Source: an optimization exercise on an open RTL-to-GDS flow (aim: small area and a short achievable clock period). Production flows keep margins and buffers that such runs may drop. At most, simulation tests tie the RTL to the original design; equivalence was not proved. Power figures rest on the tool's default switching activity, not on a simulated workload.

== rev 12 ==
## MyComputer
module MyComputer(
	input Clock,
	output [9:0] LEDR,
	input [9:0] SW,
	input [3:0] KEY,
	output [6:0] HEX0,
	output [6:0] HEX1,
	output [6:0] HEX2,
	output [6:0] HEX3,
	output [6:0] HEX4,
	output [6:0] HEX5
);
Size: about 1100 cells after synthesis, ~160 flip-flops, ~0.0088 mm2 of cells after synthesis.
==> flow/config.mk <==
export PLATFORM = sky130hd
export DESIGN_NAME = MyComputer
export DESIGN_NICKNAME = MyComputer
export VERILOG_FILES = /design/flow/design.v
export SDC_FILE = /design/flow/constraint.sdc
export NUM_CORES = 4
export LEC_CHECK = 0
export ABC_AREA = 1
export CAP_MARGIN = 20
export CORE_MARGIN = 2
export CORE_UTILIZATION = 40
export CTS_BUF_LIST = sky130_fd_sc_hd__clkbuf_8
export CTS_CLUSTER_SIZE = 20
export PLACE_DENSITY = 0.6
export SLEW_MARGIN = 20
==> flow/constraint.sdc <==
create_clock -name core_clock -period 11.0 [get_ports {Clock}]
set_input_delay 2.2000 -clock core_clock [delete_from_list [all_inputs] [get_ports {Clock}]]
set_output_delay 2.2000 -clock core_clock [all_outputs]
set_load 0.01 [all_outputs]
standard.sh (not shown) runs the stock make flow with config.mk's settings and CLKGATE_MAP_FILE= SYNTH_SCRIPT=/design/flow/synth_recipe.tcl, a recipe that flattens the netlist after the stock synthesis.
==> flow/flow/run.sh <==
#!/bin/bash
# The standard layout (standard.sh), with buf_2 cells as the port buffers
# instead of the default delay buffers.
bash standard.sh "BUFFER_PORTS_ARGS=-buffer_cell sky130_fd_sc_hd__buf_2" finish > standard.log 2>&1
#### Input delta (rev 13 over rev 12)
-- flow/design.v --
<<< rev 12, line 282
	reg sz5;                     
	reg [5:0] gout;              
	reg enA, enB_n, enC, enD_n, enE;  
	reg [5:0] flag;
	wire [6:0] tgt;
>>> rev 13, line 282
	reg sz5;                     
	reg [5:0] gout;              
	reg enA, enB_n, enC, enD_n;  
	reg [5:0] flag;
	wire [6:0] tgt;
<<< rev 12, line 399
		enC <= enC_set | (enC & !enC_clr);
		enD_n <= enC_clr | (enD_n & !enC_set);
		enE <= enC_set | (enE & !enA_clr);
	end
	reg [6:0] hx4, hx5;
>>> rev 13, line 399
		enC <= enC_set | (enC & !enC_clr);
		enD_n <= enC_clr | (enD_n & !enC_set);
	end
	reg [6:0] hx4, hx5;
<<< rev 12, line 412
	assign HEX0 = {~(so_n[6:4] & {3{enC}}), ~(so_n[3:0] & {4{enA}})};
	assign HEX1 = {~(st_n[6:4] & {3{!enD_n}}), ~(st_n[3:0] & {4{!enB_n}})};
	assign HEX2 = {!(enE && h2neg), 3'b111, !(enE && h2one), !(enE && h2one), 1'b1};
	assign HEX3 = {!(!enD_n && h3neg), 6'h3f};
	assign HEX4 = hx4;
>>> rev 13, line 411
	assign HEX0 = {~(so_n[6:4] & {3{enC}}), ~(so_n[3:0] & {4{enA}})};
	assign HEX1 = {~(st_n[6:4] & {3{!enD_n}}), ~(st_n[3:0] & {4{!enB_n}})};
	assign HEX2 = {!(enC && h2neg), 3'b111, !(enC && h2one), !(enC && h2one), 1'b1};
	assign HEX3 = {!(!enD_n && h3neg), 6'h3f};
	assign HEX4 = hx4;
Notes after the runs:
Rev 13: PASS, flow complete, no timing, DRC or antenna violations. Status: total wire length after detailed routing parity (rev 12, rev 13). Rev 13 vs. rev 12: die area picked up an extra about 0.44%, core footprint picked up an extra 0.31%, combinational cell fraction of total power picked up an extra 0.9 points, post-synthesis average cell area picked up an extra 0.11 um2, synthesized-area fraction occupied by and/or/nand/nor cells neither gained nor lost much. Changes observed in rev 13 relative to rev 12: peak per-stage delay on the critical path up 130 ps, total power now smaller. Changes observed in rev 13 relative to rev 12: multi-input logic cell count down 5, post-synthesis instance area +0.46%.
The RTL of rev 12 was laid out without a check of its function.

========
== the reference run ==
MyComputer, a different RTL version from the one above (not shown whole).
For scale: ~1100 cells after synthesis, ~160 flip-flops, ~67 I/O pins, about 0.0089 sq mm of cells after synthesis.
==> flow/config.mk <==
export PLATFORM = sky130hd
export DESIGN_NAME = MyComputer
export DESIGN_NICKNAME = MyComputer
export VERILOG_FILES = /design/flow/design.v
export SDC_FILE = /design/flow/constraint.sdc
export NUM_CORES = 4
export LEC_CHECK = 0
export ABC_AREA = 1
export CAP_MARGIN = 20
export CORE_MARGIN = 2
export CORE_UTILIZATION = 40
export CTS_BUF_LIST = sky130_fd_sc_hd__clkbuf_8
export CTS_CLUSTER_SIZE = 20
export PLACE_DENSITY = 0.6
export SLEW_MARGIN = 20
==> flow/constraint.sdc <==
create_clock -name core_clock -period 11.0 [get_ports {Clock}]
set_input_delay 2.2000 -clock core_clock [delete_from_list [all_inputs] [get_ports {Clock}]]
set_output_delay 2.2000 -clock core_clock [all_outputs]
set_load 0.01 [all_outputs]
==> flow/flow/run.sh <==
#!/bin/bash
# The standard layout (standard.sh), with buf_4 cells as the port buffers
# instead of the default delay buffers, and timing repair aimed below the
# clock period.
bash standard.sh "BUFFER_PORTS_ARGS=-buffer_cell sky130_fd_sc_hd__buf_4" SETUP_SLACK_MARGIN=7.9 finish > standard.log 2>&1
Input-level comparison between the trial run and the reference run:
-- flow/design.v --
<<< the reference run, line 269
		if (k1[3] & ~KEY[3]) pdat <= SW[7:0];
	reg [7:0] cnt;
	reg go;
	wire cwrap = (cnt == 8'd250);
	always @(posedge Clock) begin
		cnt <= rst ? 8'd1 : cwrap ? 8'd0 : cnt + 8'd1;
		go <= !rst_n && ((!rst && cwrap) || ts1);
	end
	reg [6:0] ip;
>>> the trial run, line 269
		if (k1[3] & ~KEY[3]) pdat <= SW[7:0];
	reg [7:0] cnt;
	reg go, ngo;
	wire cwrap = (cnt == 8'd250);
	wire go_n = !rst_n && ((!rst && cwrap) || ts1);
	always @(posedge Clock) begin
		cnt <= rst ? 8'd1 : cwrap ? 8'd0 : cnt + 8'd1;
		go <= go_n;
		ngo <= !go_n;
	end
	reg [6:0] ip;
<<< the reference run, line 319
	Add9 add(.a(aa), .b(ab), .cin(msub), .s(msum));
	always @(posedge Clock) begin
		mrst <= go & (s0_we | s1_we);
		mlast <= !mrst && (mc == 4'd6);
		if (mrst) begin
>>> the trial run, line 321
	Add9 add(.a(aa), .b(ab), .cin(msub), .s(msum));
	always @(posedge Clock) begin
		mrst <= !ngo & (s0_we | s1_we);
		mlast <= !mrst && (mc == 4'd6);
		if (mrst) begin
<<< the reference run, line 348
	BcdSeg sg1(.d(tens), .segs(st_n));
	always @(posedge Clock) begin
		if (go) begin
			ip <= nip;
			if (s0_we) s0 <= ({8{s0_dinp}} & dinp) | ({8{s0_s1}} & s1) |
>>> the trial run, line 350
	BcdSeg sg1(.d(tens), .segs(st_n));
	always @(posedge Clock) begin
		if (!ngo) begin
			ip <= nip;
			if (s0_we) s0 <= ({8{s0_dinp}} & dinp) | ({8{s0_s1}} & s1) |
- The reference run → the trial run: number of antenna violations at the first check in global routing now sits higher, final critical-path share of the clock period now sits at about the same level.
- Share of total power in the clock network (the trial run over the reference run): decrease, 21 points
- Final cell count: the trial run vs the reference run up 0.34%
- The lower design area of the reference run and the trial run is in the reference run.
- Measured against the reference run, the total power of the final layout of the trial run comes out at 2.9 times the reference value.
- Diff the reference run and the trial run: area fraction in compound gates after synthesis higher in the reference run
Function was not checked in any run of this note: the RTL went through the layout flow alone.

========
MyComputer, a different RTL version from the one above (not shown whole).
Size in the first run: roughly 160 flip-flops, about 67 I/O pins, about 8900 um^2 of cells after synthesis.
clock: 11.0 ns
lec_check: 0
abc_area: 1
cap_margin: 20
core_margin: 2
core_utilization: 40
cts_buf_list: sky130_fd_sc_hd__clkbuf_8
cts_cluster_size: 20
place_density: 0.6
slew_margin: 20
==> flow/flow/run.sh <==
#!/bin/bash
# The standard layout (standard.sh), with buf_4 cells as the port buffers
# instead of the default delay buffers, and timing repair aimed below the
# clock period.
bash standard.sh "BUFFER_PORTS_ARGS=-buffer_cell sky130_fd_sc_hd__buf_4" SETUP_SLACK_MARGIN=7.5 finish > standard.log 2>&1
==> next run, changes <==
--- a/flow/design.v
+++ b/flow/design.v
@@ -260,28 +260,28 @@
 	always @(posedge Clock) begin
 		ts1 <= SW[8];
 		k1 <= {KEY[3], ~KEY[2:0]};
 		k2 <= k1;
 		k3 <= k2;
 	end
 	wire [3:0] pb = k3 & ~k2;
 	reg [7:0] pdat, dinp;
 	always @(posedge Clock)
 		if (k1[3] & ~KEY[3]) pdat <= SW[7:0];
 	reg [7:0] cnt;
 	reg go, ngo;
-	wire cwrap = (cnt == 8'h68);
+	wire cwrap = (cnt == 8'd250);
 	wire go_n = !rst_n && ((!rst && cwrap) || ts1);
 	always @(posedge Clock) begin
-		cnt <= rst ? 8'h02 : cwrap ? 8'h01 : {cnt[6:0], cnt[7] ^ cnt[5] ^ cnt[4] ^ cnt[3]};
+		cnt <= rst ? 8'd1 : cwrap ? 8'd0 : cnt + 8'd1;
 		go <= go_n;
 		ngo <= !go_n;
 	end
 	reg [6:0] ip;
 	reg [7:0] s0, s1, s2, s3;    
 	reg [3:0] sz;                
 	reg sz5;                     
 	reg [5:0] gout;              
 	reg enA, enB_n, enC, enD_n;  
 	reg [5:0] flag;
 	wire [6:0] tgt;
 	wire g_ld0, g_ldsz, g4_set, g4_clr, g5_set, g5_clr, g6_set, g6_clr;
Core utilization falls by 0.20 points.
Final cell count rises by 4.1%.
Total power rises to 3.1 times its value.
Fmax hardly moves.
Area after synthesis rises by 3.6%.
Setup slack gains 5.5 ps.
First-iteration DRC count rises by 23%.
Wire length rises by 4.3%.
Sequential cell count is unchanged.
Function was not checked in any run of this note: the RTL went through the layout flow alone.

========
MyComputer again, from the RTL that the note above started with.
Settings: LEC_CHECK=0, ABC_AREA=1, CAP_MARGIN=20, CORE_MARGIN=2, CORE_UTILIZATION=40, CTS_BUF_LIST=sky130_fd_sc_hd__clkbuf_8, CTS_CLUSTER_SIZE=20, PLACE_DENSITY=0.6, SLEW_MARGIN=20; clock period 11.0 ns.
==> flow/flow/run.sh <==
#!/bin/bash
# The standard layout (standard.sh), with buf_4 cells as the port buffers
# instead of the default delay buffers.

bash standard.sh "BUFFER_PORTS_ARGS=-buffer_cell sky130_fd_sc_hd__buf_4" finish > standard.log 2>&1
Next try:
--- a/flow/design.v
+++ b/flow/design.v
@@ -360,26 +360,18 @@
 				so <= so_n;
 				st_n <= ge10 ? ~sgt : neg ? 7'h40 : 7'h00;
 				h2one <= ge100;
 				h2neg <= neg && ge10 && !ge100;
 				h3neg <= neg && ge100;
 			end
 			if (g_ld0 | g_ldsz) gout[3:0] <= g_ldsz ? sz : 4'd0;
 			if (g_ld0 | g_ldsz | g4_clr | g4_set) gout[4] <= g4_set;
 			if (g_ld0 | g_ldsz | g5_clr | g5_set) gout[5] <= g5_set | (g_ldsz & sz5);
-			if (g_ld0 | g_ldsz | g6_clr | g6_set) begin
-				enA <= g6_set | g_ldsz;
-				enB_n <= !(g6_set | g_ldsz);
-			end
-			if (ip == 7'd0 || ip == 7'd58 || ip == 7'd60 || ip == 7'd63 || ip == 7'd111) begin
-				enC <= ip == 7'd58 || ip == 7'd63 || ip == 7'd111;
-				enD_n <= !(ip == 7'd58 || ip == 7'd63 || ip == 7'd111);
-			end
 			if (f0_clr) flag[0] <= 1'b0;
 			if (f1_clr) flag[1] <= 1'b0;
 			if (f2_clr) flag[2] <= 1'b0;
 			if (f3_clr) flag[3] <= 1'b0;
 			if (f4_we) flag[4] <= f4_sum ? sum_ov : povr;
 			if (f5_we) flag[5] <= f5_shr & sz[0];
 			if (sz_clr) sz <= 4'd0;
 			if (sz_shl) sz <= {sz[2:0], 1'b0};
 			if (sz_shr) sz <= {1'b0, sz[3:1]};
@@ -391,18 +383,28 @@
 			ip <= 7'd0;
 			flag <= 6'd0;
 		end else begin
 			if (pb[0]) flag[0] <= 1'b1;
 			if (pb[1]) flag[1] <= 1'b1;
 			if (pb[2]) flag[2] <= 1'b1;
 			if (pb[3]) begin flag[3] <= 1'b1; dinp <= pdat; end
 		end
 	end
+	wire enA_set = !ngo & (g6_set | g_ldsz);
+	wire enA_clr = !ngo & (g6_clr | g_ld0);
+	wire enC_set = !ngo & (ip == 7'd58 || ip == 7'd63 || ip == 7'd111);
+	wire enC_clr = !ngo & (ip == 7'd0 || ip == 7'd60);
+	always @(posedge Clock) begin
+		enA <= enA_set | (enA & !enA_clr);
+		enB_n <= enA_clr | (enB_n & !enA_set);
+		enC <= enC_set | (enC & !enC_clr);
+		enD_n <= enC_clr | (enD_n & !enC_set);
+	end
 	reg [6:0] hx4, hx5;
 	wire [6:0] hx4_n, hx5_n;
 	HexSeg sg4(.bin(ip[3:0]), .segs(hx4_n));
 	HexSeg sg5(.bin({1'b0, ip[6:4]}), .segs(hx5_n));
 	always @(posedge Clock) begin
 		hx4 <= hx4_n;
 		hx5 <= hx5_n;
 	end
 	assign LEDR = {flag[5], flag[4], flag[3], go, gout};
The new run completed with no timing, DRC or antenna violations.
Critical path depth does not change.
Worst hold slack degrades by 0.014 ns.
Die area barely changes.
Worst setup slack got worse by 0.11 ns.
Area after synthesis barely changes.
Wire length fell by 4.8%.
Sequential cell count does not change.
Total power goes up to 3.1 times its value.
Non-clock buffer count fell by 1.
Register-to-register slack loses 0.09 ns.
Cell count increases by 1.1%.
Synthesized cell count rises by 1.9%.
Maximum frequency drops by 3.3%.
Count of clock-buffer cells in the layout came out higher by 1.
Function was not checked in any run of this note: the RTL went through the layout flow alone.

-- static timing again, ports no longer ideal --
Ports are ideal in the flow. The routed layouts listed here were re-timed in OpenROAD. Step 1, drivers: a clkbuf_16 drives Clock and a buf_2 each remaining input, both assumed. Step 2 also shifts input and output timing later by t, the mid clock arrival at the registers, as if the neighbouring blocks saw the same clock. Three values: ideal ports, drivers, drivers and shift; two values: the first two.
| run | t (ns) | setup WS [ns] | hold WS [ns] | worst setup path after step 2 | latest minus earliest clock arrival (ns) |
|---|---|---|---|---|---|
| rev 12 | 0.506 | 7.686 / 7.648 / 7.889 | 0.335 / 0.335 / 0.335 | input to register | 0.018 / 0.018 |
| rev 13 | 0.493 | 7.662 / 7.623 / 7.841 | 0.333 / 0.333 / 0.333 | register to register | 0.014 / 0.014 |
| the reference run | 0.494 | 7.543 / 7.503 / 7.861 | 0.335 / 0.335 / 0.335 | input to register | 0.013 / 0.014 |
| the trial run | 0.497 | 7.528 / 7.488 / 7.875 | 0.335 / 0.335 / 0.335 | input to register | 0.016 / 0.016 |
| the first run of note 3 | 0.486 | 7.643 / 7.605 / 7.861 | 0.335 / 0.335 / 0.335 | input to register | 0.030 / 0.029 |
| the second run of note 3 | 0.504 | 7.648 / 7.611 / 7.844 | 0.335 / 0.335 / 0.335 | register to register | 0.019 / 0.019 |
| the first run of note 4 | 0.486 | 7.643 / 7.605 / 7.861 | 0.335 / 0.335 / 0.335 | input to register | 0.030 / 0.029 |
| the second run of note 4 | 0.498 | 7.530 / 7.493 / 7.796 | 0.322 / 0.322 / 0.322 | register to register | 0.019 / 0.019 |
After both steps every run listed still meets setup and hold.
